This is an optimization exercise on Yosys and OpenROAD, whose aim is small area, not a production implementation. At most, simulation tests tie the RTL to the original design; equivalence was not proved. The clock port is modelled as an ideal driver, which makes a skipped or thinned clock tree look cheaper than it is; a real chip needs a root buffer or a tree. Power is estimated from default activity; no workload was simulated.

==> flow/design.v <==
`timescale 1ns / 1ps
module fir2n #(parameter WIDTH_DATA = 8, parameter N_TAPS = 16, parameter LOG2_N_TAPS = 4, parameter WIDTH_COEF0 = 8, parameter WIDTH_MAC_OUT = 8)(
    input clk, rst,
    input [WIDTH_DATA-1:0] din,
    output reg [WIDTH_MAC_OUT-1:0] dout
    );
    reg [4:0] cnt;           
    reg       flush;         
    wire [3:0] ph = cnt[3:0];
    always @(posedge clk) begin
        if (rst) begin
            cnt <= 5'd0;
            flush <= 1'b1;
        end else begin
            cnt <= cnt + 5'd1;
            if (cnt == 5'd30) flush <= 1'b0;
        end
    end
    reg [7:0] e0, e1;
    reg [7:0] l1 [0:16];
    reg [7:0] l2 [0:14];
    integer i;
    always @(posedge clk) begin
        if (ph == 4'd15) begin
            e0 <= din;
            e1 <= e0;
        end
        l1[0] <= flush ? 8'd0 : (ph == 4'd14 ? e1 : l1[16]);
        for (i = 1; i < 17; i = i + 1) l1[i] <= l1[i-1];
        l2[0] <= flush ? 8'd0 : (ph == 4'd13 ? l1[15] : l2[14]);
        for (i = 1; i < 15; i = i + 1) l2[i] <= l2[i-1];
    end
    reg [7:0] a, b;
    wire first = (ph == 4'd15);
    always @(posedge clk) begin
        a <= (first ? 8'd0 : a) + l1[0] + l2[0];
        b <= first ? 8'd0 : b - a;
    end
    always @(posedge clk) begin
        if (rst)
            dout <= 8'd0;
        else if (first)
            dout <= flush ? 8'd0 : {a[3:0] + b[7:4], b[3:0]};
    end
endmodule
clock: 4.5 ns
lec_check: 0
abc_area: 1
cap_margin: 20
core_margin: 2
core_utilization: 70
slew_margin: 20
run.sh (not shown) runs the stock make flow with config.mk's settings and CLKGATE_MAP_FILE= SYNTH_SCRIPT=/design/flow/synth_recipe.tcl, a recipe that flattens the netlist after the stock synthesis.
==> next run, changes <==
--- a/flow/config.mk
+++ b/flow/config.mk
@@ -6,7 +6,9 @@
 export NUM_CORES = 4
 export LEC_CHECK = 0
-export ABC_AREA = 1
 export CAP_MARGIN = 20
 export CORE_MARGIN = 2
 export CORE_UTILIZATION = 70
+export CTS_BUF_LIST = sky130_fd_sc_hd__clkbuf_4 sky130_fd_sc_hd__clkbuf_8
+export CTS_CLUSTER_DIAMETER = 40
+export CTS_CLUSTER_SIZE = 16
 export SLEW_MARGIN = 20
Core utilization goes down by 3.2 points; synthesized area is lower by 3.0%; power falls by 12%; worst setup slack got worse by 530 ps; design area drops by 5.1%; first-iteration DRC count fell by 37%; clock power went down by 27%; clock skew stays flat; critical path depth climbs by 2.
==> next run, changes <==
==> flow/config.mk (replaced) <==
export PLATFORM = sky130hd
export DESIGN_NAME = fir2n
export DESIGN_NICKNAME = fir2n
export VERILOG_FILES = /design/flow/design.v
export SDC_FILE = /design/flow/constraint.sdc
export NUM_CORES = 4
export LEC_CHECK = 0
export CAP_MARGIN = 20
export CORE_MARGIN = 2
export CORE_UTILIZATION = 80
export CTS_BUF_LIST = sky130_fd_sc_hd__clkbuf_16
export CTS_CLUSTER_DIAMETER = 60
export CTS_CLUSTER_SIZE = 30
export SLEW_MARGIN = 20
Effect:
- area after synthesis is unchanged
- register-to-register slack got worse by 490 ps
- global-route usage climbs by 19 points
- sequential power hardly moves
- power climbs by 1.4%
- sequential share of layout area climbs by 1.1 points
- utilization climbs by 12 points
No run of this note included a check of the RTL's function; only the layout flow was run.

* * *

## v43
fir2n, a different RTL version from the one above (not shown whole).
For scale: ~450 cells after synthesis, ~290 flip-flops, roughly 18 I/O pins.
==> flow/design.v (excerpt) <==
module fir2n #(parameter WIDTH_DATA = 8, parameter N_TAPS = 16, parameter LOG2_N_TAPS = 4, parameter WIDTH_COEF0 = 8, parameter WIDTH_MAC_OUT = 8)(
    input clk, rst,
    input [WIDTH_DATA-1:0] din,
    output reg [WIDTH_MAC_OUT-1:0] dout
    );
export LEC_CHECK = 0
export CAP_MARGIN = 20
export CORE_MARGIN = 2
export CORE_UTILIZATION = 70
export SLEW_MARGIN = 20
create_clock -name core_clock -period 4.5 [get_ports {clk}]
standard.sh (not shown) runs the stock make flow with config.mk's settings and CLKGATE_MAP_FILE= SYNTH_SCRIPT=/design/flow/synth_recipe.tcl, a recipe that flattens the netlist after the stock synthesis.
==> flow/flow/run.sh <==
#!/bin/bash
# Standard layout, with small port buffers, no CTS dummy loads and power (size) recovery.
bash standard.sh BUFFER_PORTS_ARGS="-buffer_cell sky130_fd_sc_hd__buf_1" RECOVER_POWER=100 \
  CTS_ARGS="-sink_clustering_enable -repair_clock_nets -dont_use_dummy_load -buf_list sky130_fd_sc_hd__clkbuf_16 -sink_clustering_size 40 -sink_clustering_max_diameter 60" \
  finish > standard.log 2>&1
No stage failed in v43, and the final checks on the layout all came back clean.
#### Input delta (v47 over v43)
==> flow/flow/run.sh <==
#!/bin/bash
# Standard layout, with small port buffers, no CTS dummy loads, a clock tree
# of one root buffer and leaf buffers, and power (size) recovery.
bash standard.sh BUFFER_PORTS_ARGS="-buffer_cell sky130_fd_sc_hd__buf_1" RECOVER_POWER=100 \
  CTS_ARGS="-sink_clustering_enable -repair_clock_nets -dont_use_dummy_load -buf_list sky130_fd_sc_hd__clkbuf_16 -sink_clustering_size 40 -sink_clustering_max_diameter 60" \
  POST_CTS_TCL="$PWD/flow/post_cts.tcl" \
  finish > standard.log 2>&1
==> flow/flow/post_cts.tcl (new file) <==
# Collapse the intermediate levels of the clock tree: every clock buffer
# whose output drives only other clock buffers is removed and its loads
# are moved to its input net.
set block [ord::get_db_block]
set changed 1
while {$changed} {
  set changed 0
  foreach inst [$block getInsts] {
    set master [[$inst getMaster] getName]
    if {![string match "sky130_fd_sc_hd__clkbuf_*" $master]} { continue }
    set a [$inst findITerm A]
    set x [$inst findITerm X]
    if {$a == "NULL" || $x == "NULL"} { continue }
    set in [$a getNet]
    set out [$x getNet]
    if {$in == "NULL" || $out == "NULL"} { continue }
    # the input must come from another buffer, not from the clock port
    if {[llength [$in getBTerms]] > 0} { continue }
    set only_bufs 1
    set loads {}
    foreach it [$out getITerms] {
      if {[$it getInst] == $inst} { continue }
      set m [[[$it getInst] getMaster] getName]
      if {![string match "sky130_fd_sc_hd__clkbuf_*" $m]} { set only_bufs 0; break }
      lappend loads $it
    }
    if {!$only_bufs || [llength $loads] == 0} { continue }
    puts "collapse clock buffer [$inst getName] ([llength $loads] loads)"
    foreach it $loads {
      $it disconnect
      $it connect $in
    }
    $a disconnect
    $x disconnect
    odb::dbInst_destroy $inst
    odb::dbNet_destroy $out
    set changed 1
    break
  }
}
estimate_parasitics -placement
report_clock_skew
## What came out
- Summary of v47 over v43: sequential power share +1.6 points; worst-margin pin slew down 21 ps.
- Between v43 and v47, the final setup slack of the worst path does not differ in any meaningful way.
- Diff v43..v47 | portion of the clock cycle consumed by the worst path in the final layout | negligible
- [v47 vs v43] remaining max-slew budget at the tightest pin: higher in v47
- Global-route usage was higher in the run labelled v47.
- The post-layout minimum cycle time was comparable across v47 and v43.
- On v47: utilization is 0.49 points lower than what v43 gave.
- Looking at part of the power in the clock network, v47 sits 1.7 points below v43.
What v23 does differently from v47 at the input level:
==> flow/flow/run.sh <==
#!/bin/bash
# Standard layout, with small port buffers, no CTS dummy loads and power (size) recovery.
bash standard.sh BUFFER_PORTS_ARGS="-buffer_cell sky130_fd_sc_hd__buf_1" RECOVER_POWER=100 \
  CTS_ARGS="-sink_clustering_enable -repair_clock_nets -dont_use_dummy_load -buf_list sky130_fd_sc_hd__clkbuf_16 -sink_clustering_size 35 -sink_clustering_max_diameter 60" \
  finish > standard.log 2>&1
removed: flow/flow/post_cts.tcl
### Flow results
From v47 to v23 the numbers moved as follows: routed wire length went up by about 6.5%; final count of negative-setup-slack endpoints was more or less identical; global-route met3 utilization saw a decrease; total power now sits higher.
Here is what was changed in the inputs of v18 compared with v23.
==> flow/flow/run.sh <==
#!/bin/bash
# Standard layout, with small port buffers, no CTS dummy loads and power (size) recovery.
bash standard.sh BUFFER_PORTS_ARGS="-buffer_cell sky130_fd_sc_hd__buf_1" RECOVER_POWER=100 \
  CTS_ARGS="-sink_clustering_enable -repair_clock_nets -dont_use_dummy_load -buf_list sky130_fd_sc_hd__clkbuf_16 -sink_clustering_size 30 -sink_clustering_max_diameter 80" \
  finish > standard.log 2>&1
Notes after the runs:
- Looking at v18 and v23, the internal power contribution is a wash.
- Status: slack of the worst reg-to-reg path parity (v18, v23)
- Between v23 and v18, the number of buffers inserted to repair setup after CTS does not differ in any meaningful way.
- Length of routed wiring on met1: v18 > v23

## separate check: timing with driven ports
Ports are ideal in the flow. The routed layouts listed here were re-timed in OpenROAD.
Step 1, drivers: a clkbuf_16 drives clk and a buf_2 each remaining input, both assumed.
Step 2, shift: input delay + t, output delay - t, t = (earliest + latest rising clock arrival at the registers) / 2. This alone moves slack from input paths to output paths.
Three values: ideal ports, drivers, drivers and shift; two values: the first two.
run	t, ns	setup slack, ns	latest minus earliest clock arrival (ns)	slew at the worst register clock pin (ns)
the first run of note 1	0.622	1.410 / 1.410 / 1.410	0.022 / 0.022	0.07 / 0.07
the second run of note 1	0.566	0.881 / 0.881 / 0.881	0.024 / 0.023	0.09 / 0.09
the third run of note 1	0.529	0.392 / 0.392 / 0.392	0.025 / 0.026	0.12 / 0.12
v43	0.493	0.284 / 0.284 / 0.284	0.046 / 0.046	0.12 / 0.12
v47	0.425	0.285 / 0.285 / 0.285	0.044 / 0.044	0.12 / 0.12
v23	0.495	0.262 / 0.262 / 0.262	0.045 / 0.044	0.12 / 0.12
v18	0.491	0.267 / 0.267 / 0.267	0.024 / 0.025	0.11 / 0.11
After both steps every run listed still meets setup and hold.
